Background: an optimization exercise with open tools, aiming at small area, a short achievable clock period and few clock cycles. Do not read the settings as production practice. The RTL of this run was laid out without a check of its function. Power and IR drop assume default switching activity.

===== design/flow/design.v =====
`timescale 1ns/100ps
`default_nettype none
module Milestone_1 (
		input logic Clock_50,
		input logic Resetn,
		input logic M1_Start,
		input logic [15:0] SRAM_read_data,
		output logic M1_Finish,
		output logic [15:0] M1_write_data,
		output logic [17:0] M1_address,
		output logic M1_we_n
);
localparam logic [17:0] U_BASE   = 18'd38400;
localparam logic [17:0] V_BASE   = 18'd57600;
localparam logic [17:0] RGB_BASE = 18'd146944;
logic        running;
logic [1:0]  fin_cnt;      
logic        fin_wait;
logic [2:0]  ph;           
logic [7:0]  kk;
logic        lin;          
logic [3:0]  li;           
logic [15:0] ypt;          
logic [17:0] wpt;          
logic ph0, ph1, ph2, ph3, ph4;
assign ph0 = (ph == 3'd0);
assign ph1 = (ph == 3'd1);
assign ph2 = (ph == 3'd2);
assign ph3 = (ph == 3'd3);
assign ph4 = (ph == 3'd4);
logic pair, wait_lead;
assign pair      = (kk >= 8'd2);
assign wait_lead = (kk == 8'd0);
logic l0, l1, l3, l4, l5, l6, l7, l8, l9, l10;
assign l0  = lin & (li == 4'd0);
assign l1  = lin & (li == 4'd1);
assign l3  = lin & (li == 4'd3);
assign l4  = lin & (li == 4'd4);
assign l5  = lin & (li == 4'd5);
assign l6  = lin & (li == 4'd6);
assign l7  = lin & (li == 4'd7);
assign l8  = lin & (li == 4'd8);
assign l9  = lin & (li == 4'd9);
assign l10 = lin & (li == 4'd10);
logic clamp;
assign clamp = (kk >= 8'd158);
logic is_write;
assign is_write = running & pair & (ph0 | ph1 | ph2);
logic uv_rd_slot;
assign uv_rd_slot = ph3 & (kk != 8'd0) & (kk <= 8'd155);
logic rd_u, rd_v, rd_y;
assign rd_u = l0 | l5 | (uv_rd_slot & kk[0]);
assign rd_v = l1 | l6 | ((kk == 8'd1) & ph2) | (uv_rd_slot & ~kk[0]);
assign rd_y = l7 | (ph4 & (kk <= 8'd159));
logic [1:0] uv_off;
assign uv_off = (l0 | l1) ? 2'd0 : (l5 | l6) ? 2'd1 : 2'd2;
logic [17:0] uv_addr;
assign uv_addr = {3'd0, ypt[15:1]} + {2'd0, rd_v ? 8'd225 : 8'd150, 6'd0, uv_off};    
logic row_end, frame_end;
assign row_end   = (kk == 8'd161) & ph2;
assign frame_end = row_end & (ypt == 16'd38400);
always_ff @(posedge Clock_50 or negedge Resetn) begin
	if (!Resetn) begin
		running   <= 1'b0;
		fin_wait  <= 1'b0;
		fin_cnt   <= 2'd0;
		M1_Finish <= 1'b0;
		M1_we_n   <= 1'b1;
		ph        <= 3'd0;
		kk        <= 8'd0;
		lin       <= 1'b0;
		li        <= 4'd0;
		ypt       <= 16'd0;
		wpt       <= RGB_BASE;
	end else begin
		M1_we_n <= ~is_write;
		if (running) begin
			if (frame_end) begin
				running  <= 1'b0;
				fin_wait <= 1'b1;
			end
			if (row_end) begin
				ph <= 3'd0;
				kk <= 8'd0;
			end else if (wait_lead) begin
				if (l9) begin
					ph <= 3'd2;
					kk <= 8'd1;
				end
			end else if (ph4) begin
				ph <= 3'd0;
				kk <= kk + 8'd1;
			end else begin
				ph <= ph + 3'd1;
			end
			if (frame_end) begin
				lin <= 1'b0;
			end else if ((kk == 8'd160) & ph2) begin
				lin <= 1'b1;
				li  <= 4'd0;
			end else if (lin) begin
				li <= li + 4'd1;
				if (li == 4'd10) lin <= 1'b0;
			end
			if (rd_y) ypt <= ypt + 16'd1;
			if (is_write) wpt <= wpt + 18'd1;
		end else if (fin_wait) begin
			fin_cnt <= fin_cnt + 2'd1;
			if (fin_cnt == 2'd1) begin
				M1_Finish <= 1'b1;
				fin_wait  <= 1'b0;
			end
		end else if (M1_Start & ~M1_Finish) begin
			running <= 1'b1;
			lin     <= 1'b1;
			li      <= 4'd0;
		end
	end
end
logic [2:0] ph_n;
always_comb begin
	if (~running | row_end | ph4)
		ph_n = 3'd0;
	else if (wait_lead)
		ph_n = l9 ? 3'd2 : 3'd0;
	else
		ph_n = ph + 3'd1;
end
logic sel_fv, sel_e, sel_f, sel_w0, sel_w1, en_su;
always_ff @(posedge Clock_50) begin
	sel_fv     <= (ph_n == 3'd3);
	en_su      <= (ph_n == 3'd3);
	sel_e      <= (ph_n == 3'd3);
	sel_f      <= (ph_n == 3'd4);
	sel_w0     <= (ph_n == 3'd0);
	sel_w1     <= (ph_n == 3'd1);
end
always_ff @(posedge Clock_50) begin
	if (is_write)
		M1_address <= wpt;
	else if (rd_u | rd_v)
		M1_address <= uv_addr;
	else
		M1_address <= {2'd0, ypt};
end
logic [7:0]  wu0, wu1, wu2, wu3, wu4, wu5;    
logic [7:0]  wv0, wv1, wv2, wv3, wv4, wv5;    
logic [7:0]  pend_h, pend_l;                   
logic [15:0] y_reg;
logic [8:0]  su;                               
logic        nu;                               
logic [7:0]  b0_reg;
wire [7:0] dh = SRAM_read_data[15:8];
wire [7:0] dl = SRAM_read_data[7:0];
logic shift_reg;    
assign shift_reg = pair & ph1;
logic sh_u, sh_v;
assign sh_u = shift_reg | l3 | l4 | l5 | l6 | l8 | l9;
assign sh_v = shift_reg | l4 | l5 | l6 | l7 | l9 | l10;
logic [7:0] u_in, v_in;
always_comb begin
	if (l3 | l8)
		u_in = dh;
	else if (l6 | l9)
		u_in = pend_h;
	else if (clamp | l4 | l5)
		u_in = wu5;
	else if (~kk[0])
		u_in = dh;
	else
		u_in = pend_h;
	if (l4 | l9)
		v_in = dh;
	else if (l7 | l10)
		v_in = pend_l;
	else if (clamp | l5 | l6)
		v_in = wv5;
	else if (~kk[0])
		v_in = pend_h;
	else
		v_in = pend_l;
end
logic ld_pend_h, ld_pend_l, pend_h_dl;
assign pend_h_dl = l3 | l8 | (shift_reg & ~kk[0]);
assign ld_pend_h = pend_h_dl | (shift_reg & kk[0]) | ((kk == 8'd2) & ph0);
assign ld_pend_l = l4 | l9 | (shift_reg & kk[0]) | ((kk == 8'd2) & ph0);
always_ff @(posedge Clock_50) begin
	if (ph2 & ~wait_lead) y_reg <= SRAM_read_data;
	if (sh_u) begin
		wu0 <= wu1; wu1 <= wu2; wu2 <= wu3; wu3 <= wu4; wu4 <= wu5; wu5 <= u_in;
	end
	if (sh_v) begin
		wv0 <= wv1; wv1 <= wv2; wv2 <= wv3; wv3 <= wv4; wv4 <= wv5; wv5 <= v_in;
	end
	if (ld_pend_h) pend_h <= pend_h_dl ? dl : dh;
	if (ld_pend_l) pend_l <= dl;
end
logic [7:0] f0, f1, f2, f3, f4, f5;
assign f0 = sel_fv ? wv0 : wu0;
assign f1 = sel_fv ? wv1 : wu1;
assign f2 = sel_fv ? wv2 : wu2;
assign f3 = sel_fv ? wv3 : wu3;
assign f4 = sel_fv ? wv4 : wu4;
assign f5 = sel_fv ? wv5 : wu5;
wire [8:0] fs1 = {1'b0, f0} + {1'b0, f5};
wire [8:0] fs2 = {1'b0, f1} + {1'b0, f4};
wire [8:0] fs3 = {1'b0, f2} + {1'b0, f3};
logic [9:0] fD13, fD12, fD32;
logic [8:0] fS3;
always_ff @(posedge Clock_50) begin
	fS3  <= fs3;
	fD13 <= {1'b0, fs1} - {1'b0, fs3};
	fD12 <= {1'b0, fs1} - {1'b0, fs2};
	fD32 <= {1'b0, fs3} - {1'b0, fs2};
end
wire [18:0] ftot;
wire ft_w1;
wire ft_w2;
wire ft_w3;
wire ft_w4;
wire ft_w5;
wire ft_w6;
wire ft_w7;
wire ft_w8;
wire ft_w9;
wire ft_w10;
wire ft_w11;
wire ft_w12;
wire ft_w13;
wire ft_w14;
wire ft_w15;
wire ft_w16;
wire ft_w17;
wire ft_w18;
wire ft_w19;
wire ft_w20;
wire ft_w21;
wire ft_w22;
wire ft_w23;
wire ft_w24;
wire ft_w25;
wire ft_w26;
wire ft_w27;
wire ft_w28;
wire ft_w29;
wire ft_w30;
wire ft_w31;
wire ft_w32;
wire ft_w33;
wire ft_w34;
wire ft_w35;
wire ft_w36;
wire ft_w37;
wire ft_w38;
wire ft_w39;
wire ft_w40;
wire ft_w41;
wire ft_w42;
wire ft_w43;
wire ft_w44;
wire ft_w45;
wire ft_w46;
wire ft_w47;
wire ft_w48;
wire ft_w49;
wire ft_w50;
wire ft_w51;
wire ft_w52;
wire ft_w53;
wire ft_w54;
wire ft_w55;
wire ft_w56;
wire ft_w57;
wire ft_w58;
wire ft_w59;
wire ft_w60;
wire ft_w61;
wire ft_w62;
wire ft_w63;
wire ft_w64;
wire ft_w65;
wire ft_w66;
assign {ft_w2, ft_w1} = fD12[5] + fD12[3];
assign {ft_w4, ft_w3} = fD13[8] + fD12[6] + fD12[4];
assign {ft_w6, ft_w5} = fD32[3] + fS3[1];
assign {ft_w8, ft_w7} = fD12[7] + fD12[5] + fD32[4];
assign {ft_w10, ft_w9} = fS3[2] + fD13[9];
assign {ft_w12, ft_w11} = fD12[6] + fD32[5] + fS3[3];
assign {ft_w14, ft_w13} = {~fD13[9]} + {~fD12[8]};
assign {ft_w16, ft_w15} = fD12[7] + fD32[6] + fS3[4];
assign {ft_w18, ft_w17} = fD12[8] + {~fD12[9]};
assign {ft_w20, ft_w19} = fD32[7] + fS3[5];
assign {ft_w22, ft_w21} = fD32[8] + fS3[6];
assign {ft_w24, ft_w23} = fD13[5] + fD12[3];
assign {ft_w26, ft_w25} = fD13[6] + fD12[4] + fD12[2];
assign {ft_w28, ft_w27} = fD32[2] + fS3[0] + ft_w1;
assign {ft_w30, ft_w29} = fD13[7] + ft_w2 + ft_w3;
assign {ft_w32, ft_w31} = ft_w4 + ft_w6 + ft_w7;
assign {ft_w34, ft_w33} = ft_w8 + ft_w10 + ft_w11;
assign {ft_w36, ft_w35} = ft_w12 + ft_w14 + ft_w15;
assign {ft_w38, ft_w37} = ft_w16 + ft_w18 + ft_w19;
assign {ft_w40, ft_w39} = fD12[8] + ft_w20 + ft_w21;
assign {ft_w42, ft_w41} = fS3[7] + ft_w22;
assign {ft_w44, ft_w43} = fD13[4] + fD12[2];
assign {ft_w46, ft_w45} = fD12[1] + fD32[0] + ft_w23;
assign {ft_w48, ft_w47} = fD32[1] + ft_w24 + ft_w25;
assign {ft_w50, ft_w49} = ft_w26 + ft_w27 + {~fD13[7]};
assign {ft_w52, ft_w51} = ft_w5 + ft_w28 + ft_w29;
assign {ft_w54, ft_w53} = ft_w9 + ft_w30 + ft_w31;
assign {ft_w56, ft_w55} = ft_w13 + ft_w32 + ft_w33;
assign {ft_w58, ft_w57} = ft_w17 + ft_w34 + ft_w35;
assign {ft_w60, ft_w59} = ft_w36 + ft_w37 + {~fD12[8]};
assign {ft_w62, ft_w61} = ft_w38 + ft_w39 + {~fD12[9]};
assign {ft_w64, ft_w63} = ft_w40 + ft_w41 + {~fD32[9]};
assign {ft_w66, ft_w65} = ft_w42 + {~fS3[8]};
wire [18:0] ft_ra = {{~fS3[8]}, {~fS3[8]}, {~fS3[8]}, ft_w64, ft_w62, ft_w60, ft_w58, ft_w56, ft_w54, ft_w52, ft_w50, ft_w48, ft_w46, ft_w44, fD12[0], fD13[3], fD13[2], fD13[1], fD13[0]};
wire [18:0] ft_rb = {1'b0, 1'b0, ft_w66, ft_w65, ft_w63, ft_w61, ft_w59, ft_w57, ft_w55, ft_w53, ft_w51, ft_w49, ft_w47, ft_w45, ft_w43, fD12[1], fD12[0], 1'b0, 1'b0};
assign ftot = ft_ra + ft_rb;
always_ff @(posedge Clock_50) begin
	if (en_su) begin
		su <= ftot[16:8];
		nu <= ftot[18];
	end
end
logic [7:0] ly;
logic [8:0] lu, lv;
logic [10:0] ly5, lu3;    
wire [7:0] ly_n = sel_e ? y_reg[15:8] : y_reg[7:0];
wire [8:0] lu_n = sel_e ? {1'b0, wu2} : su;
always_ff @(posedge Clock_50) begin
	ly5 <= {1'b0, ly_n, 2'b00} + {3'b000, ly_n};
	lu3 <= {1'b0, lu_n, 1'b0} + {2'b00, lu_n};
end
logic       lnu, lnv, hnu, hnv;
always_ff @(posedge Clock_50) begin
	ly  <= ly_n;
	lu  <= lu_n;
	if (sel_e) begin
		lv  <= {1'b0, wv2};
		lnu <= 1'b0;
		lnv <= 1'b0;
	end else begin
		lnu <= nu;
		if (sel_f) begin
			lv  <= ftot[16:8];
			lnv <= ftot[18];
		end
	end
	hnu <= lnu;
	hnv <= lnv;
end
logic pnu, pnv;
assign pnu = hnu;
assign pnv = hnv;
wire [20:0] r_lsum;
wire rlo_w1;
wire rlo_w2;
wire rlo_w3;
wire rlo_w4;
wire rlo_w5;
wire rlo_w6;
wire rlo_w7;
wire rlo_w8;
wire rlo_w9;
wire rlo_w10;
wire rlo_w11;
wire rlo_w12;
wire rlo_w13;
wire rlo_w14;
wire rlo_w15;
wire rlo_w16;
wire rlo_w17;
wire rlo_w18;
wire rlo_w19;
wire rlo_w20;
wire rlo_w21;
wire rlo_w22;
wire rlo_w23;
wire rlo_w24;
wire rlo_w25;
wire rlo_w26;
wire rlo_w27;
wire rlo_w28;
wire rlo_w29;
wire rlo_w30;
wire rlo_w31;
wire rlo_w32;
wire rlo_w33;
wire rlo_w34;
wire rlo_w35;
wire rlo_w36;
wire rlo_w37;
wire rlo_w38;
wire rlo_w39;
wire rlo_w40;
wire rlo_w41;
wire rlo_w42;
wire rlo_w43;
wire rlo_w44;
wire rlo_w45;
wire rlo_w46;
wire rlo_w47;
wire rlo_w48;
wire rlo_w49;
wire rlo_w50;
wire rlo_w51;
wire rlo_w52;
wire rlo_w53;
wire rlo_w54;
wire rlo_w55;
wire rlo_w56;
wire rlo_w57;
wire rlo_w58;
wire rlo_w59;
wire rlo_w60;
wire rlo_w61;
wire rlo_w62;
wire rlo_w63;
wire rlo_w64;
wire rlo_w65;
wire rlo_w66;
wire rlo_w67;
wire rlo_w68;
wire rlo_w69;
wire rlo_w70;
wire rlo_w71;
wire rlo_w72;
wire rlo_w73;
wire rlo_w74;
wire rlo_w75;
wire rlo_w76;
wire rlo_w77;
wire rlo_w78;
wire rlo_w79;
wire rlo_w80;
wire rlo_w81;
wire rlo_w82;
wire rlo_w83;
wire rlo_w84;
wire rlo_w85;
wire rlo_w86;
wire rlo_w87;
wire rlo_w88;
wire rlo_w89;
wire rlo_w90;
wire rlo_w91;
wire rlo_w92;
wire rlo_w93;
wire rlo_w94;
wire rlo_w95;
wire rlo_w96;
wire rlo_w97;
wire rlo_w98;
wire rlo_w99;
wire rlo_w100;
wire rlo_w101;
wire rlo_w102;
wire rlo_w103;
wire rlo_w104;
wire rlo_w105;
wire rlo_w106;
wire rlo_w107;
wire rlo_w108;
assign {rlo_w2, rlo_w1} = ly[7] + ly5[5];
assign {rlo_w4, rlo_w3} = ly[1] + ly5[6] + lv[4];
assign {rlo_w6, rlo_w5} = lv[5] + lv[3] + lv[0];
assign {rlo_w8, rlo_w7} = lv[6] + lv[4] + lv[1];
assign {rlo_w10, rlo_w9} = {~ly[6]} + {~lv[8]};
assign {rlo_w12, rlo_w11} = ly[0] + lv[7] + lv[5];
assign {rlo_w14, rlo_w13} = lv[2] + {~ly[7]};
assign {rlo_w16, rlo_w15} = ly[1] + lv[8] + lv[6];
assign {rlo_w18, rlo_w17} = ly5[0] + lv[7] + lv[4];
assign {rlo_w20, rlo_w19} = ly5[1] + lv[8] + lv[5];
assign {rlo_w22, rlo_w21} = ly[2] + {~lv[1]};
assign {rlo_w24, rlo_w23} = ly[4] + ly5[2] + lv[6];
assign {rlo_w26, rlo_w25} = lv[0] + ly[3] + {~lv[2]};
assign {rlo_w28, rlo_w27} = ly[5] + ly5[3] + lv[7];
assign {rlo_w30, rlo_w29} = lv[1] + {~lv[3]};
assign {rlo_w32, rlo_w31} = ly5[4] + lv[8] + lv[2];
assign {rlo_w34, rlo_w33} = lv[4] + lv[0] + ly[6];
assign {rlo_w36, rlo_w35} = lv[3] + ly[6] + rlo_w1;
assign {rlo_w38, rlo_w37} = lv[5] + lv[1] + ly[0];
assign {rlo_w40, rlo_w39} = lv[0] + ly[0] + rlo_w2;
assign {rlo_w42, rlo_w41} = rlo_w3 + {~lv[6]} + {~lv[2]};
assign {rlo_w44, rlo_w43} = lv[1] + {~ly[1]};
assign {rlo_w46, rlo_w45} = lv[2] + lv[0] + {~ly[2]};
assign {rlo_w48, rlo_w47} = lv[3] + lv[1] + {~ly[3]};
assign {rlo_w50, rlo_w49} = lv[4] + lv[2] + ly[4];
assign {rlo_w52, rlo_w51} = ly[5] + rlo_w5 + {~lv[7]};
assign {rlo_w54, rlo_w53} = rlo_w6 + rlo_w7 + rlo_w9;
assign {rlo_w56, rlo_w55} = rlo_w8 + rlo_w10 + rlo_w11;
assign {rlo_w58, rlo_w57} = lv[3] + rlo_w12 + rlo_w14;
assign {rlo_w60, rlo_w59} = rlo_w16 + rlo_w17 + {~lv[0]};
assign {rlo_w62, rlo_w61} = rlo_w18 + rlo_w19 + rlo_w21;
assign {rlo_w64, rlo_w63} = rlo_w20 + rlo_w22 + rlo_w23;
assign {rlo_w66, rlo_w65} = rlo_w24 + rlo_w26 + rlo_w27;
assign {rlo_w68, rlo_w67} = rlo_w28 + rlo_w30 + rlo_w31;
assign {rlo_w70, rlo_w69} = rlo_w32 + rlo_w35 + {~rlo_w34};
assign {rlo_w72, rlo_w71} = rlo_w36 + rlo_w39 + rlo_w41;
assign {rlo_w74, rlo_w73} = rlo_w4 + rlo_w40;
assign {rlo_w76, rlo_w75} = lv[0] + ly[0];
assign {rlo_w78, rlo_w77} = rlo_w43 + {~lv[3]} + {~ly[0]};
assign {rlo_w80, rlo_w79} = rlo_w44 + rlo_w45 + {~lv[4]};
assign {rlo_w82, rlo_w81} = rlo_w46 + rlo_w47 + {~lv[5]};
assign {rlo_w84, rlo_w83} = rlo_w48 + rlo_w49 + {~lv[6]};
assign {rlo_w86, rlo_w85} = rlo_w50 + rlo_w51 + {~ly[4]};
assign {rlo_w88, rlo_w87} = rlo_w52 + rlo_w53 + {~ly[5]};
assign {rlo_w90, rlo_w89} = rlo_w13 + rlo_w54 + rlo_w55;
assign {rlo_w92, rlo_w91} = rlo_w15 + rlo_w56 + rlo_w57;
assign {rlo_w94, rlo_w93} = rlo_w58 + rlo_w59 + {~ly[2]};
assign {rlo_w96, rlo_w95} = rlo_w60 + rlo_w61 + {~ly[3]};
assign {rlo_w98, rlo_w97} = rlo_w25 + rlo_w62 + rlo_w63;
assign {rlo_w100, rlo_w99} = rlo_w29 + rlo_w64 + rlo_w65;
assign {rlo_w102, rlo_w101} = rlo_w66 + rlo_w67 + {~rlo_w33};
assign {rlo_w104, rlo_w103} = rlo_w68 + rlo_w69 + {~rlo_w37};
assign {rlo_w106, rlo_w105} = rlo_w70 + rlo_w71 + {~rlo_w38};
assign {rlo_w108, rlo_w107} = rlo_w42 + rlo_w72 + rlo_w73;
wire [20:0] rlo_ra = {1'b0, rlo_w74, rlo_w106, rlo_w104, rlo_w102, rlo_w100, rlo_w98, rlo_w96, rlo_w94, rlo_w92, rlo_w90, rlo_w88, rlo_w86, rlo_w84, rlo_w82, rlo_w80, rlo_w78, rlo_w76, {~lv[2]}, {~lv[1]}, lv[0]};
wire [20:0] rlo_rb = {1'b0, rlo_w108, rlo_w107, rlo_w105, rlo_w103, rlo_w101, rlo_w99, rlo_w97, rlo_w95, rlo_w93, rlo_w91, rlo_w89, rlo_w87, rlo_w85, rlo_w83, rlo_w81, rlo_w79, rlo_w77, rlo_w75, {~lv[0]}, 1'b0};
assign r_lsum = rlo_ra + rlo_rb;
logic [2:0] r_cy;
always_ff @(posedge Clock_50) r_cy <= r_lsum[20:18];
logic [1:0] r_lb;
always_ff @(posedge Clock_50) r_lb <= r_lsum[17:16];
wire [8:0] r_hpre;
wire rhi_w1;
wire rhi_w2;
wire rhi_w3;
wire rhi_w4;
wire rhi_w5;
wire rhi_w6;
wire rhi_w7;
wire rhi_w8;
wire rhi_w9;
wire rhi_w10;
wire rhi_w11;
wire rhi_w12;
wire rhi_w13;
wire rhi_w14;
wire rhi_w15;
wire rhi_w16;
wire rhi_w17;
wire rhi_w18;
wire rhi_w19;
wire rhi_w20;
wire rhi_w21;
wire rhi_w22;
wire rhi_w23;
wire rhi_w24;
wire rhi_w25;
wire rhi_w26;
wire rhi_w27;
wire rhi_w28;
wire rhi_w29;
wire rhi_w30;
wire rhi_w31;
wire rhi_w32;
wire rhi_w33;
wire rhi_w34;
wire rhi_w35;
wire rhi_w36;
wire rhi_w37;
wire rhi_w38;
wire rhi_w39;
wire rhi_w40;
wire rhi_w41;
wire rhi_w42;
assign {rhi_w2, rhi_w1} = ly[2] + ly5[7] + lv[5];
assign {rhi_w4, rhi_w3} = ly[3] + ly5[8] + lv[6];
assign {rhi_w6, rhi_w5} = lv[2] + {~lv[8]};
assign {rhi_w8, rhi_w7} = ly5[9] + lv[7] + lv[3];
assign {rhi_w10, rhi_w9} = {~lv[5]} + {~ly[4]};
assign {rhi_w12, rhi_w11} = ly[5] + ly5[10] + lv[8];
assign {rhi_w14, rhi_w13} = lv[4] + ly[4] + {~lv[6]};
assign {rhi_w16, rhi_w15} = ly[6] + lv[5];
assign {rhi_w18, rhi_w17} = lv[1] + rhi_w1;
assign {rhi_w20, rhi_w19} = rhi_w2 + rhi_w3 + rhi_w5;
assign {rhi_w22, rhi_w21} = rhi_w4 + rhi_w6 + rhi_w7;
assign {rhi_w24, rhi_w23} = rhi_w8 + rhi_w10 + rhi_w11;
assign {rhi_w26, rhi_w25} = rhi_w12 + rhi_w14 + rhi_w15;
assign {rhi_w28, rhi_w27} = ly[7] + lv[6] + rhi_w16;
assign {rhi_w30, rhi_w29} = rhi_w17 + {~lv[7]};
assign {rhi_w32, rhi_w31} = rhi_w18 + rhi_w19 + {~lv[4]};
assign {rhi_w34, rhi_w33} = rhi_w9 + rhi_w20 + rhi_w21;
assign {rhi_w36, rhi_w35} = rhi_w13 + rhi_w22 + rhi_w23;
assign {rhi_w38, rhi_w37} = rhi_w24 + rhi_w25 + {~lv[7]};
assign {rhi_w40, rhi_w39} = rhi_w26 + rhi_w27 + {~lv[8]};
assign {rhi_w42, rhi_w41} = lv[7] + rhi_w28;
wire [8:0] rhi_ra = {{~lv[8]}, {~lv[8]}, rhi_w40, rhi_w38, rhi_w36, rhi_w34, rhi_w32, rhi_w30, {~lv[3]}};
wire [8:0] rhi_rb = {1'b0, rhi_w42, rhi_w41, rhi_w39, rhi_w37, rhi_w35, rhi_w33, rhi_w31, rhi_w29};
assign r_hpre = rhi_ra + rhi_rb;
logic [8:0] r_hreg;
always_ff @(posedge Clock_50) r_hreg <= r_hpre;
wire [8:0] r_hsum = r_hreg + {6'd0, r_cy};
wire [10:0] r_sum = {r_hsum, r_lb};
wire [18:0] g_lsum;
wire glo_w1;
wire glo_w2;
wire glo_w3;
wire glo_w4;
wire glo_w5;
wire glo_w6;
wire glo_w7;
wire glo_w8;
wire glo_w9;
wire glo_w10;
wire glo_w11;
wire glo_w12;
wire glo_w13;
wire glo_w14;
wire glo_w15;
wire glo_w16;
wire glo_w17;
wire glo_w18;
wire glo_w19;
wire glo_w20;
wire glo_w21;
wire glo_w22;
wire glo_w23;
wire glo_w24;
wire glo_w25;
wire glo_w26;
wire glo_w27;
wire glo_w28;
wire glo_w29;
wire glo_w30;
wire glo_w31;
wire glo_w32;
wire glo_w33;
wire glo_w34;
wire glo_w35;
wire glo_w36;
wire glo_w37;
wire glo_w38;
wire glo_w39;
wire glo_w40;
wire glo_w41;
wire glo_w42;
wire glo_w43;
wire glo_w44;
wire glo_w45;
wire glo_w46;
wire glo_w47;
wire glo_w48;
wire glo_w49;
wire glo_w50;
wire glo_w51;
wire glo_w52;
wire glo_w53;
wire glo_w54;
wire glo_w55;
wire glo_w56;
wire glo_w57;
wire glo_w58;
wire glo_w59;
wire glo_w60;
wire glo_w61;
wire glo_w62;
wire glo_w63;
wire glo_w64;
wire glo_w65;
wire glo_w66;
wire glo_w67;
wire glo_w68;
wire glo_w69;
wire glo_w70;
wire glo_w71;
wire glo_w72;
wire glo_w73;
wire glo_w74;
wire glo_w75;
wire glo_w76;
wire glo_w77;
wire glo_w78;
wire glo_w79;
wire glo_w80;
wire glo_w81;
wire glo_w82;
wire glo_w83;
wire glo_w84;
wire glo_w85;
wire glo_w86;
wire glo_w87;
wire glo_w88;
wire glo_w89;
wire glo_w90;
wire glo_w91;
wire glo_w92;
assign {glo_w2, glo_w1} = ly[3] + ly5[1];
assign {glo_w4, glo_w3} = ly5[2] + {~lu[3]} + {~lu3[0]};
assign {glo_w6, glo_w5} = ly[5] + ly5[3] + lv[0];
assign {glo_w8, glo_w7} = ly[6] + ly5[4];
assign {glo_w10, glo_w9} = ly[4] + {~lu3[3]};
assign {glo_w12, glo_w11} = ly[5] + {~lu3[4]} + {~lv[7]};
assign {glo_w14, glo_w13} = ly[6] + lu3[5] + lv[8];
assign {glo_w16, glo_w15} = {~ly[7]} + {~lu3[6]};
assign {glo_w18, glo_w17} = ly[1] + ly[0] + {~lu[0]};
assign {glo_w20, glo_w19} = ly5[0] + {~lu[1]} + {~lu3[8]};
assign {glo_w22, glo_w21} = ly[2] + glo_w1 + {~lu[2]};
assign {glo_w24, glo_w23} = {~lu3[9]} + {~lv[7]};
assign {glo_w26, glo_w25} = glo_w2 + glo_w3 + {~lu3[10]};
assign {glo_w28, glo_w27} = lv[8] + lv[1] + ly[4];
assign {glo_w30, glo_w29} = ly[4] + glo_w4 + glo_w5;
assign {glo_w32, glo_w31} = lu[4] + lu3[1] + lv[2];
assign {glo_w34, glo_w33} = lv[1] + glo_w6 + glo_w7;
assign {glo_w36, glo_w35} = lu[5] + lu3[2] + lv[3];
assign {glo_w38, glo_w37} = ly[1] + {~lu3[0]};
assign {glo_w40, glo_w39} = ly[2] + lu3[1] + lv[4];
assign {glo_w42, glo_w41} = ly[3] + {~lu3[2]} + {~lv[5]};
assign {glo_w44, glo_w43} = glo_w9 + {~lv[6]} + {~lv[1]};
assign {glo_w46, glo_w45} = glo_w10 + glo_w11 + {~lv[2]};
assign {glo_w48, glo_w47} = glo_w12 + {~lv[3]} + {~ly[5]};
assign {glo_w50, glo_w49} = glo_w15 + {~lv[4]} + {~ly[0]};
assign {glo_w52, glo_w51} = glo_w16 + glo_w17 + {~lu3[7]};
assign {glo_w54, glo_w53} = glo_w18 + glo_w19 + {~lv[6]};
assign {glo_w56, glo_w55} = glo_w20 + glo_w21 + glo_w23;
assign {glo_w58, glo_w57} = glo_w22 + glo_w24 + glo_w25;
assign {glo_w60, glo_w59} = glo_w26 + glo_w29 + {~glo_w28};
assign {glo_w62, glo_w61} = glo_w30 + glo_w33 + {~glo_w32};
assign {glo_w64, glo_w63} = glo_w8 + glo_w34;
assign {glo_w66, glo_w65} = glo_w37 + {~lv[3]};
assign {glo_w68, glo_w67} = glo_w38 + {~ly[1]} + {~glo_w39};
assign {glo_w70, glo_w69} = glo_w41 + {~lv[0]} + {~glo_w40};
assign {glo_w72, glo_w71} = glo_w42 + glo_w43 + {~ly[3]};
assign {glo_w74, glo_w73} = glo_w44 + glo_w45 + {~ly[4]};
assign {glo_w76, glo_w75} = glo_w46 + glo_w47 + {~glo_w13};
assign {glo_w78, glo_w77} = glo_w48 + glo_w49 + {~glo_w14};
assign {glo_w80, glo_w79} = glo_w50 + glo_w51 + {~lv[5]};
assign {glo_w82, glo_w81} = glo_w52 + glo_w53 + {~ly[2]};
assign {glo_w84, glo_w83} = glo_w54 + glo_w55 + {~lv[0]};
assign {glo_w86, glo_w85} = glo_w56 + glo_w57 + {~glo_w27};
assign {glo_w88, glo_w87} = glo_w58 + glo_w59 + {~glo_w31};
assign {glo_w90, glo_w89} = glo_w60 + glo_w61 + {~glo_w35};
assign {glo_w92, glo_w91} = glo_w62 + glo_w63 + {~glo_w36};
wire [18:0] glo_ra = {1'b0, glo_w64, glo_w90, glo_w88, glo_w86, glo_w84, glo_w82, glo_w80, glo_w78, glo_w76, glo_w74, glo_w72, glo_w70, glo_w68, glo_w66, {~ly[0]}, ly[0], {~lv[1]}, lv[0]};
wire [18:0] glo_rb = {1'b0, glo_w92, glo_w91, glo_w89, glo_w87, glo_w85, glo_w83, glo_w81, glo_w79, glo_w77, glo_w75, glo_w73, glo_w71, glo_w69, glo_w67, glo_w65, {~lv[2]}, {~lv[0]}, 1'b0};
assign g_lsum = glo_ra + glo_rb;
logic [2:0] g_cy;
always_ff @(posedge Clock_50) g_cy <= g_lsum[18:16];
wire [10:0] g_hpre;
wire ghi_w1;
wire ghi_w2;
wire ghi_w3;
wire ghi_w4;
wire ghi_w5;
wire ghi_w6;
wire ghi_w7;
wire ghi_w8;
wire ghi_w9;
wire ghi_w10;
wire ghi_w11;
wire ghi_w12;
wire ghi_w13;
wire ghi_w14;
wire ghi_w15;
wire ghi_w16;
wire ghi_w17;
wire ghi_w18;
wire ghi_w19;
wire ghi_w20;
wire ghi_w21;
wire ghi_w22;
wire ghi_w23;
wire ghi_w24;
wire ghi_w25;
wire ghi_w26;
wire ghi_w27;
wire ghi_w28;
wire ghi_w29;
wire ghi_w30;
wire ghi_w31;
wire ghi_w32;
wire ghi_w33;
wire ghi_w34;
wire ghi_w35;
wire ghi_w36;
wire ghi_w37;
wire ghi_w38;
wire ghi_w39;
wire ghi_w40;
wire ghi_w41;
wire ghi_w42;
wire ghi_w43;
wire ghi_w44;
wire ghi_w45;
wire ghi_w46;
wire ghi_w47;
wire ghi_w48;
wire ghi_w49;
wire ghi_w50;
wire ghi_w51;
wire ghi_w52;
wire ghi_w53;
wire ghi_w54;
wire ghi_w55;
wire ghi_w56;
wire ghi_w57;
wire ghi_w58;
wire ghi_w59;
wire ghi_w60;
wire ghi_w61;
wire ghi_w62;
wire ghi_w63;
wire ghi_w64;
wire ghi_w65;
wire ghi_w66;
wire ghi_w67;
wire ghi_w68;
wire ghi_w69;
wire ghi_w70;
wire ghi_w71;
wire ghi_w72;
assign {ghi_w2, ghi_w1} = ly[0] + ly[7] + ly5[5];
assign {ghi_w4, ghi_w3} = ly[1] + ly5[6] + lv[3];
assign {ghi_w6, ghi_w5} = ly[2] + ly5[7] + lv[4];
assign {ghi_w8, ghi_w7} = ly[3] + ly5[8];
assign {ghi_w10, ghi_w9} = ly[4] + ly5[9];
assign {ghi_w12, ghi_w11} = lv[2] + ghi_w1 + {~lu[6]};
assign {ghi_w14, ghi_w13} = ghi_w2 + ghi_w3 + {~lu[7]};
assign {ghi_w16, ghi_w15} = {~lu3[4]} + {~lv[5]};
assign {ghi_w18, ghi_w17} = ghi_w4 + ghi_w5 + {~lu[8]};
assign {ghi_w20, ghi_w19} = lu3[5] + lv[6] + lv[2];
assign {ghi_w22, ghi_w21} = lv[5] + ghi_w6 + ghi_w7;
assign {ghi_w24, ghi_w23} = lu3[6] + lv[7] + lv[3];
assign {ghi_w26, ghi_w25} = lv[6] + ghi_w8 + ghi_w9;
assign {ghi_w28, ghi_w27} = lu3[7] + lv[8] + lv[4];
assign {ghi_w30, ghi_w29} = ly5[10] + lv[7] + ghi_w10;
assign {ghi_w32, ghi_w31} = lu3[8] + lv[5] + ly[5];
assign {ghi_w34, ghi_w33} = lv[8] + ly[5] + {~lu3[9]};
assign {ghi_w36, ghi_w35} = {~lv[6]} + {~ly[6]};
assign {ghi_w38, ghi_w37} = ly[7] + ly[6] + {~lu3[10]};
assign {ghi_w40, ghi_w39} = ghi_w11 + {~lu3[3]};
assign {ghi_w42, ghi_w41} = ghi_w12 + ghi_w13 + ghi_w15;
assign {ghi_w44, ghi_w43} = ghi_w14 + ghi_w16 + ghi_w17;
assign {ghi_w46, ghi_w45} = ghi_w18 + ghi_w21 + {~ghi_w20};
assign {ghi_w48, ghi_w47} = ghi_w22 + ghi_w25 + {~ghi_w24};
assign {ghi_w50, ghi_w49} = ghi_w26 + ghi_w29 + {~ghi_w28};
assign {ghi_w52, ghi_w51} = ghi_w30 + ghi_w33 + ghi_w35;
assign {ghi_w54, ghi_w53} = ghi_w34 + ghi_w36 + ghi_w37;
assign {ghi_w56, ghi_w55} = ghi_w39 + {~lv[4]};
assign {ghi_w58, ghi_w57} = ghi_w40 + ghi_w41 + {~lv[1]};
assign {ghi_w60, ghi_w59} = ghi_w42 + ghi_w43 + {~ghi_w19};
assign {ghi_w62, ghi_w61} = ghi_w44 + ghi_w45 + {~ghi_w23};
assign {ghi_w64, ghi_w63} = ghi_w46 + ghi_w47 + {~ghi_w27};
assign {ghi_w66, ghi_w65} = ghi_w48 + ghi_w49 + {~ghi_w31};
assign {ghi_w68, ghi_w67} = ghi_w50 + ghi_w51 + {~ghi_w32};
assign {ghi_w70, ghi_w69} = ghi_w52 + ghi_w53 + {~lv[7]};
assign {ghi_w72, ghi_w71} = lv[8] + ghi_w38 + ghi_w54;
wire [10:0] ghi_ra = {1'b1, {~lv[8]}, ghi_w70, ghi_w68, ghi_w66, ghi_w64, ghi_w62, ghi_w60, ghi_w58, ghi_w56, {~lv[0]}};
wire [10:0] ghi_rb = {1'b0, ghi_w72, ghi_w71, ghi_w69, ghi_w67, ghi_w65, ghi_w63, ghi_w61, ghi_w59, ghi_w57, ghi_w55};
assign g_hpre = ghi_ra + ghi_rb;
logic [10:0] g_hreg;
always_ff @(posedge Clock_50) g_hreg <= g_hpre;
wire [10:0] g_hsum = g_hreg + {8'd0, g_cy};
wire [10:0] g_sum = g_hsum;
wire [20:0] b_lsum;
wire blo_w1;
wire blo_w2;
wire blo_w3;
wire blo_w4;
wire blo_w5;
wire blo_w6;
wire blo_w7;
wire blo_w8;
wire blo_w9;
wire blo_w10;
wire blo_w11;
wire blo_w12;
wire blo_w13;
wire blo_w14;
wire blo_w15;
wire blo_w16;
wire blo_w17;
wire blo_w18;
wire blo_w19;
wire blo_w20;
wire blo_w21;
wire blo_w22;
wire blo_w23;
wire blo_w24;
wire blo_w25;
wire blo_w26;
wire blo_w27;
wire blo_w28;
wire blo_w29;
wire blo_w30;
wire blo_w31;
wire blo_w32;
wire blo_w33;
wire blo_w34;
wire blo_w35;
wire blo_w36;
wire blo_w37;
wire blo_w38;
wire blo_w39;
wire blo_w40;
wire blo_w41;
wire blo_w42;
wire blo_w43;
wire blo_w44;
wire blo_w45;
wire blo_w46;
wire blo_w47;
wire blo_w48;
wire blo_w49;
wire blo_w50;
wire blo_w51;
wire blo_w52;
wire blo_w53;
wire blo_w54;
wire blo_w55;
wire blo_w56;
wire blo_w57;
wire blo_w58;
wire blo_w59;
wire blo_w60;
wire blo_w61;
wire blo_w62;
wire blo_w63;
wire blo_w64;
wire blo_w65;
wire blo_w66;
wire blo_w67;
wire blo_w68;
wire blo_w69;
wire blo_w70;
wire blo_w71;
wire blo_w72;
wire blo_w73;
wire blo_w74;
wire blo_w75;
wire blo_w76;
wire blo_w77;
wire blo_w78;
wire blo_w79;
wire blo_w80;
wire blo_w81;
wire blo_w82;
wire blo_w83;
wire blo_w84;
wire blo_w85;
wire blo_w86;
wire blo_w87;
wire blo_w88;
wire blo_w89;
wire blo_w90;
wire blo_w91;
wire blo_w92;
assign {blo_w2, blo_w1} = lu[0] + lu3[4];
assign {blo_w4, blo_w3} = lu[1] + lu3[5] + lu3[8];
assign {blo_w6, blo_w5} = lu[2] + lu3[6] + lu3[9];
assign {blo_w8, blo_w7} = lu[0] + lu[3] + lu3[7];
assign {blo_w10, blo_w9} = lu3[10] + ly[0];
assign {blo_w12, blo_w11} = ly5[0] + lu[1] + lu[4];
assign {blo_w14, blo_w13} = lu3[8] + ly[1] + {~ly[2]};
assign {blo_w16, blo_w15} = ly[3] + ly5[1] + lu[2];
assign {blo_w18, blo_w17} = lu[5] + lu3[9] + ly[2];
assign {blo_w20, blo_w19} = ly[4] + ly5[2] + lu[3];
assign {blo_w22, blo_w21} = lu[6] + lu3[10];
assign {blo_w24, blo_w23} = ly[5] + ly5[3] + lu[4];
assign {blo_w26, blo_w25} = ly[6] + ly5[4];
assign {blo_w28, blo_w27} = ly[7] + ly5[5];
assign {blo_w30, blo_w29} = ly5[6] + lu[0] + lu[7];
assign {blo_w32, blo_w31} = lu3[0] + lu3[3];
assign {blo_w34, blo_w33} = lu3[1] + lu3[4];
assign {blo_w36, blo_w35} = lu3[2] + lu3[5];
assign {blo_w38, blo_w37} = lu3[3] + lu3[6];
assign {blo_w40, blo_w39} = lu3[7] + ly[5] + blo_w1;
assign {blo_w42, blo_w41} = blo_w2 + blo_w3 + {~ly[6]};
assign {blo_w44, blo_w43} = blo_w4 + blo_w5 + {~ly[7]};
assign {blo_w46, blo_w45} = blo_w6 + blo_w7 + blo_w9;
assign {blo_w48, blo_w47} = blo_w8 + blo_w10 + blo_w11;
assign {blo_w50, blo_w49} = blo_w12 + blo_w14 + blo_w15;
assign {blo_w52, blo_w51} = blo_w16 + blo_w18 + blo_w19;
assign {blo_w54, blo_w53} = lu[7] + blo_w20 + blo_w22;
assign {blo_w56, blo_w55} = lu[5] + lu[8] + blo_w24;
assign {blo_w58, blo_w57} = lu[6] + blo_w26 + blo_w27;
assign {blo_w60, blo_w59} = ly[0] + blo_w28 + blo_w29;
assign {blo_w62, blo_w61} = blo_w31 + {~ly[1]};
assign {blo_w64, blo_w63} = blo_w32 + blo_w33 + {~ly[2]};
assign {blo_w66, blo_w65} = blo_w34 + blo_w35 + {~ly[3]};
assign {blo_w68, blo_w67} = ly[4] + blo_w36 + blo_w37;
assign {blo_w70, blo_w69} = blo_w38 + blo_w39 + {~ly[4]};
assign {blo_w72, blo_w71} = blo_w40 + blo_w41 + {~ly[5]};
assign {blo_w74, blo_w73} = blo_w42 + blo_w43 + {~ly[0]};
assign {blo_w76, blo_w75} = blo_w44 + blo_w45 + {~ly[1]};
assign {blo_w78, blo_w77} = blo_w13 + blo_w46 + blo_w47;
assign {blo_w80, blo_w79} = blo_w17 + blo_w48 + blo_w49;
assign {blo_w82, blo_w81} = blo_w21 + blo_w50 + blo_w51;
assign {blo_w84, blo_w83} = blo_w23 + blo_w52 + blo_w53;
assign {blo_w86, blo_w85} = blo_w25 + blo_w54 + blo_w55;
assign {blo_w88, blo_w87} = blo_w56 + blo_w57 + {~ly[0]};
assign {blo_w90, blo_w89} = blo_w58 + blo_w59 + {~ly[1]};
assign {blo_w92, blo_w91} = ly[1] + blo_w30 + blo_w60;
wire [20:0] blo_ra = {1'b0, blo_w92, blo_w90, blo_w88, blo_w86, blo_w84, blo_w82, blo_w80, blo_w78, blo_w76, blo_w74, blo_w72, blo_w70, blo_w68, blo_w66, blo_w64, blo_w62, {~ly[0]}, lu3[2], lu3[1], lu3[0]};
wire [20:0] blo_rb = {1'b0, 1'b0, blo_w91, blo_w89, blo_w87, blo_w85, blo_w83, blo_w81, blo_w79, blo_w77, blo_w75, blo_w73, blo_w71, blo_w69, blo_w67, blo_w65, blo_w63, blo_w61, ly[0], 1'b0, 1'b0};
assign b_lsum = blo_ra + blo_rb;
logic [2:0] b_cy;
always_ff @(posedge Clock_50) b_cy <= b_lsum[20:18];
logic [1:0] b_lb;
always_ff @(posedge Clock_50) b_lb <= b_lsum[17:16];
wire [8:0] b_hpre;
wire bhi_w1;
wire bhi_w2;
wire bhi_w3;
wire bhi_w4;
wire bhi_w5;
wire bhi_w6;
wire bhi_w7;
wire bhi_w8;
wire bhi_w9;
wire bhi_w10;
wire bhi_w11;
wire bhi_w12;
wire bhi_w13;
wire bhi_w14;
wire bhi_w15;
wire bhi_w16;
wire bhi_w17;
wire bhi_w18;
wire bhi_w19;
wire bhi_w20;
wire bhi_w21;
wire bhi_w22;
wire bhi_w23;
wire bhi_w24;
wire bhi_w25;
wire bhi_w26;
assign {bhi_w2, bhi_w1} = ly[2] + ly5[7];
assign {bhi_w4, bhi_w3} = ly5[8] + lu[2];
assign {bhi_w6, bhi_w5} = ly[4] + ly5[9] + lu[3];
assign {bhi_w8, bhi_w7} = ly5[10] + lu[4];
assign {bhi_w10, bhi_w9} = lu[5] + ly[5];
assign {bhi_w12, bhi_w11} = lu[6] + ly[6];
assign {bhi_w14, bhi_w13} = lu[1] + lu[8];
assign {bhi_w16, bhi_w15} = bhi_w2 + bhi_w3 + {~ly[3]};
assign {bhi_w18, bhi_w17} = ly[3] + bhi_w4 + bhi_w5;
assign {bhi_w20, bhi_w19} = bhi_w6 + bhi_w7 + {~ly[5]};
assign {bhi_w22, bhi_w21} = bhi_w8 + bhi_w9 + {~ly[6]};
assign {bhi_w24, bhi_w23} = bhi_w10 + bhi_w11 + {~ly[7]};
assign {bhi_w26, bhi_w25} = lu[7] + ly[7] + bhi_w12;
wire [8:0] bhi_ra = {{~lu[8]}, {~lu[8]}, bhi_w24, bhi_w22, bhi_w20, bhi_w18, bhi_w16, bhi_w14, bhi_w1};
wire [8:0] bhi_rb = {1'b0, bhi_w26, bhi_w25, bhi_w23, bhi_w21, bhi_w19, bhi_w17, bhi_w15, bhi_w13};
assign b_hpre = bhi_ra + bhi_rb;
logic [8:0] b_hreg;
always_ff @(posedge Clock_50) b_hreg <= b_hpre;
wire [8:0] b_hsum = b_hreg + {6'd0, b_cy};
wire [10:0] b_sum = {b_hsum, b_lb};
function automatic [7:0] clip(input logic [10:0] s, input logic neg);
	if (neg | s[10])
		clip = 8'd0;
	else if (|s[9:8])
		clip = 8'd255;
	else
		clip = s[7:0];
endfunction
logic [7:0] r_px, g_px, b_px;
assign r_px = clip(r_sum, pnv);
assign g_px = clip(g_sum, pnu | pnv);
assign b_px = clip(b_sum, pnu);
always_ff @(posedge Clock_50) begin
	b0_reg <= b_px;
	if (sel_w0)
		M1_write_data <= {r_px, g_px};
	else if (sel_w1)
		M1_write_data <= {b0_reg, r_px};
	else
		M1_write_data <= {g_px, b_px};
end
endmodule

===== design/flow/flow/run.sh =====
#!/bin/bash
# Standard layout with two changes to how it is made (the clock period and
# constraints stay the design's): timing repair aims for extra setup slack,
# and the port buffers are plain buffers (buf_2) rather than the resizer's
# default pick.
set -euo pipefail
MARGIN=${MARGIN:-8}
bash standard.sh SETUP_SLACK_MARGIN=$MARGIN "BUFFER_PORTS_ARGS=-buffer_cell sky130_fd_sc_hd__buf_2" finish > standard_flow.log 2>&1

===== design/flow/standard.sh =====
#!/bin/bash
# synth_recipe.tcl (not shown) runs the flow's synth.tcl, then flattens the netlist and writes it again
# the make line also repeats each setting of config.mk as NAME=value (left out here)
make -C /OpenROAD-flow-scripts/flow DESIGN_CONFIG=/design/flow/config.mk WORK_HOME=/design/flow/orfs CLKGATE_MAP_FILE= SYNTH_SCRIPT=/design/flow/synth_recipe.tcl "${@:-finish}"

===== design/flow/config.mk =====
export PLATFORM = sky130hd
export DESIGN_NAME = Milestone_1
export DESIGN_NICKNAME = Milestone_1
export VERILOG_FILES = /design/flow/design.v
export SDC_FILE = /design/flow/constraint.sdc
export NUM_CORES = 4
export LEC_CHECK = 0
export CAP_MARGIN = 20
export CORE_MARGIN = 2
export CORE_UTILIZATION = 40
export PLACE_DENSITY = 0.6
export SLEW_MARGIN = 20

===== design/flow/constraint.sdc =====
create_clock -name core_clock -period 12.0 [get_ports {Clock_50}]
set_input_delay 2.4000 -clock core_clock [delete_from_list [all_inputs] [get_ports {Clock_50}]]
set_output_delay 2.4000 -clock core_clock [all_outputs]
set_load 0.01 [all_outputs]

==> impl_metrics.py <==
metrics = {
    "sta": {
        "hold_viol": 0,
        "period_share_pct": 34.2,
        "rsz0062_at_grt": "true",
        "fin_worst_skew_ps": 40.4,
        "fin_tns_setup_ps": 0,
        "max_slew.worst_pin.slew_ps": 1020,
        "final_max_slew_viol_count": 0,
        "relSlewSlack_pct": 31.4,
        "setup_violations": 0,
        "timing.fmax_ghz": 0.244,
        "period_minus_slack_ps": 4100,
    },
    "global_route": {
        "grt_overflow_total": 0,
        "grtUsageTotal_pct": 19.4,
        "grt_max_degree": 57,
        "antenna_found_initial": 2,
        "grt_pass1_vias": 17700,
        "grt_pass1_wl_um": 96300,
    },
    "final_layout": {
        "multi_input_area_um2": 14300,
        "fillers": 5684,
        "ff_latch_area_um2": 9160,
        "nets": 2912,
        "drive_above_1_share_pct": 14.6,
        "area_delta_synth_final_pct": 14.8,
        "stdcell_area_um2": 28600,
        "reg_top3": "M1_address: 18 flops, wpt: 18 flops",
        "antennaDiodeCount": 0,
    },
    "detailed_routing": {
        "via_per_inst": 5.03,
        "drt_iter0_drc": 802,
        "routedWlPerCell_um": 18.4,
        "detail_route.wirelength_um": 60900,
        "ant_nets": 0,
        "via_count": 16700,
        "firstDrtPassIters": 5,
        "drc": 0,
    },
    "yosys": {
        "ys_dominant_reg_cell": "dfxtp_1",
        "synth_fp_nets": 2774,
        "synth.cell_area_um2": 24900,
        "synth_edf_count": 146,
        "synth_top_cell_by_area": "edfxtp_1",
        "synth_cells": 2302,
        "avgSynthCellArea_um2": 10.8,
        "yosysTopAreaCellShare_pct": 17.6,
        "synth_most_common_cell": "inv_1",
        "ys_top_cells_by_count": "inv_1, ha_1, fa_1",
        "ys_async_sr_fraction_pct": 15.2,
        "ys_ff_latch": 368,
        "yosysUniqueCellTypes": 73,
        "synth_warnings": 1,
        "yosys-top-cells-area": "edfxtp_1, fa_1, dfxtp_1, ha_1, inv_1",
        "seq_area_frac_synth_pct": 36.6,
    },
    "clock_tree": {
        "cts_made_buffers": 42,
        "cts_tree": "yes",
        "clock-sinks": 368,
        "cts_buffer_depth": 3,
        "holdBufCountCts": 0,
        "path_clk_slew_ps": 60,
        "clk_latency_ps": 590,
        "cts-root-buf": "clkbuf_16",
        "htreeDepth": 2,
    },
    "critical_path": {
        "max_stage_delay_ps": 540,
        "path_cells": "fa_1, fa_1, fa_1, fa_2, ha_1, a21o_1, a21oi_2, o21ai_2, or4_4, a211o_1, o211ai_1",
        "cpMostUsedCell": "fa_1",
        "crit_slowest_cell": "fa_1",
        "cp.arrival_ps": 4580,
        "cpLargestDelayFamily": "adder cells",
        "worst_setup_path_end_kind": "register",
        "crit_buf_inv": 0,
        "start_kind": "register",
        "critPathMaxFanout": 2,
        "critPathRequiredTime_ps": 12480,
        "critPathKind": "register to register",
    },
    "power_and_ir_drop": {
        "combPwrFrac_pct": 21.8,
        "netSwitchingFraction_pct": 27.5,
        "p_leak_nw": 12.8,
        "powerDensity_nw_per_um2": 123,
        "seqPwrFrac_pct": 37.8,
        "peakVddDrop_uv": 109,
        "p_int_w": 0.00255,
        "p_sw_w": 0.000965,
        "power.share.clock_pct": 40.4,
    },
    "die": {
        "row_count": 91,
        "fp.dieH_um": 253,
        "core_area_um2": 61600,
        "start_util_pct": 40.4,
        "die_x_um": 253,
        "ios": 55,
        "design.die.area_um2": 64200,
    },
    "place": {
        "hpwl_um": 46200,
        "place_area_um2": 26100,
        "io_buffers": 54,
        "gp_congestion": 0.910,
    },
    "outcome": {
        "status": "complete, no violations",
    },
    "job": {
        "max_cap_violations": 0,
    },
    "min_path": {
        "hold_path.class": "register to register",
    },
}
path summary, 6_finish.rpt:
path	start	to	slack, ps	cells after the start
worst max-delay path	lv[3]	g_hreg[9]	7900	11
max in group asynchronous	Resetn	li[1]	9530	2
worst max register to register	lv[3]	g_hreg[9]	7900	11
worst min-delay path	lnu	hnu	400	0
min in group asynchronous	Resetn	wpt[8]	1980	2
worst min register to register	lnu	hnu	400	0
cell type report:
cell class | count | share of cell area (%)
Clock inverter | 24 | 1.47
Tap cell | 837 | 3.67
Timing Repair Buffer | 131 | 3.38
Clock buffer | 54 | 3.98
Inverter | 399 | 5.35
Sequential cell | 368 | 32.1
Multi-Input combinational cell | 1498 | 50.1
power groups by stage:
stage | registers, W | clock network [W] | logic, W
6_report | 0.00133 | 0.00142 | 0.000765
5_1_grt | 0.00133 | 0.00150 | 0.000872
4_1_cts | 0.00133 | 0.00145 | 0.000723
3_5_place_dp | 0.00136 | 0 | 0.000687
3_3_place_gp | 0.00136 | 0 | 0.000671
2_1_floorplan | 0.00135 | 0 | 0.000537
layer usage:
metal  wire length, um  vias up  GRT usage (%)
met5                 0        -              0
li1                  -     8025              -
met4              2070        0           7.05
met2             30400      328           34.8
met3              2310      113           2.84
met1             26100     8203           23.6
placed cells by master (no fill, tap or decap), types with 71 or more instances in the layout:
cell type	count
a21oi_1	71
dfxtp_1	152
edfxtp_1	146
fa_1	203
ha_1	241
inv_1	390
mux2_2	78
nand2_1	110
nor2_1	110
o21ai_0	92
xnor2_1	100
through the flow:
step / utilization [%] / setup slack (ps) / instances / total power, W / hold slack, ps
after global placement: 42.4 / 7430 / 3161 / 0.00203 / 396
after global routing: 46.4 / 7850 / 3311 / 0.00370 / 420
final: 46.4 / 7900 / 3311 / 0.00351 / 404
after detailed placement: 42.4 / 7340 / 3161 / 0.00205 / 403
after floorplan: - / 8000 / 2302 / 0.00189 / 310
after CTS: 45.7 / 7940 / 3284 / 0.00350 / 413
logic make-up after synthesis:
logic type | after synthesis | share of synthesized area, %
flip-flops | 368 | 36.6
AND/OR/NAND/NOR | 439 | 8.67
buffers and inverters | 436 | 6.64
XOR/XNOR | 146 | 5.14
AO/OA/AOI/OAI | 360 | 9.46
adder cells (fa/ha/maj) | 453 | 29.0
multiplexers | 100 | 4.42
repair_timing:
item / CTS / global route
endpoints found under the setup margin: 35 / 26
gates resized for setup: 33 / 42
buffers inserted: 44 / 25
gates cloned: 1 / 0
pin swaps: 4 / 12

-- re-timing with driven ports --
How much do the figures lean on ideal ports? The routed layout below was timed once more, with nothing changed but the port constraints. Step 1: set_driving_cell puts a clkbuf_16 on Clock_50 and a buf_2 on each other input, an assumption about the parent block. Step 2 times the ports against the registers' clock, not the clock port: input delays grow and output delays shrink by t, the midpoint of the rising clock arrivals with the driver on. a / b / c = ideal / step 1 / step 2; a / b = the first two.
t (ns): 0.637
setup slack, ns: 7.898 / 7.898 / 7.898
worst hold slack (ns): 0.404 / 0.404 / 0.404
clock arrival spread, ns: 0.043 / 0.042
cell pins on the clock port's net: 1
After both steps setup and hold are still met in this run. The setup slack of this run moves by 0.000 ns with the drivers and by 0.000 ns with both steps.
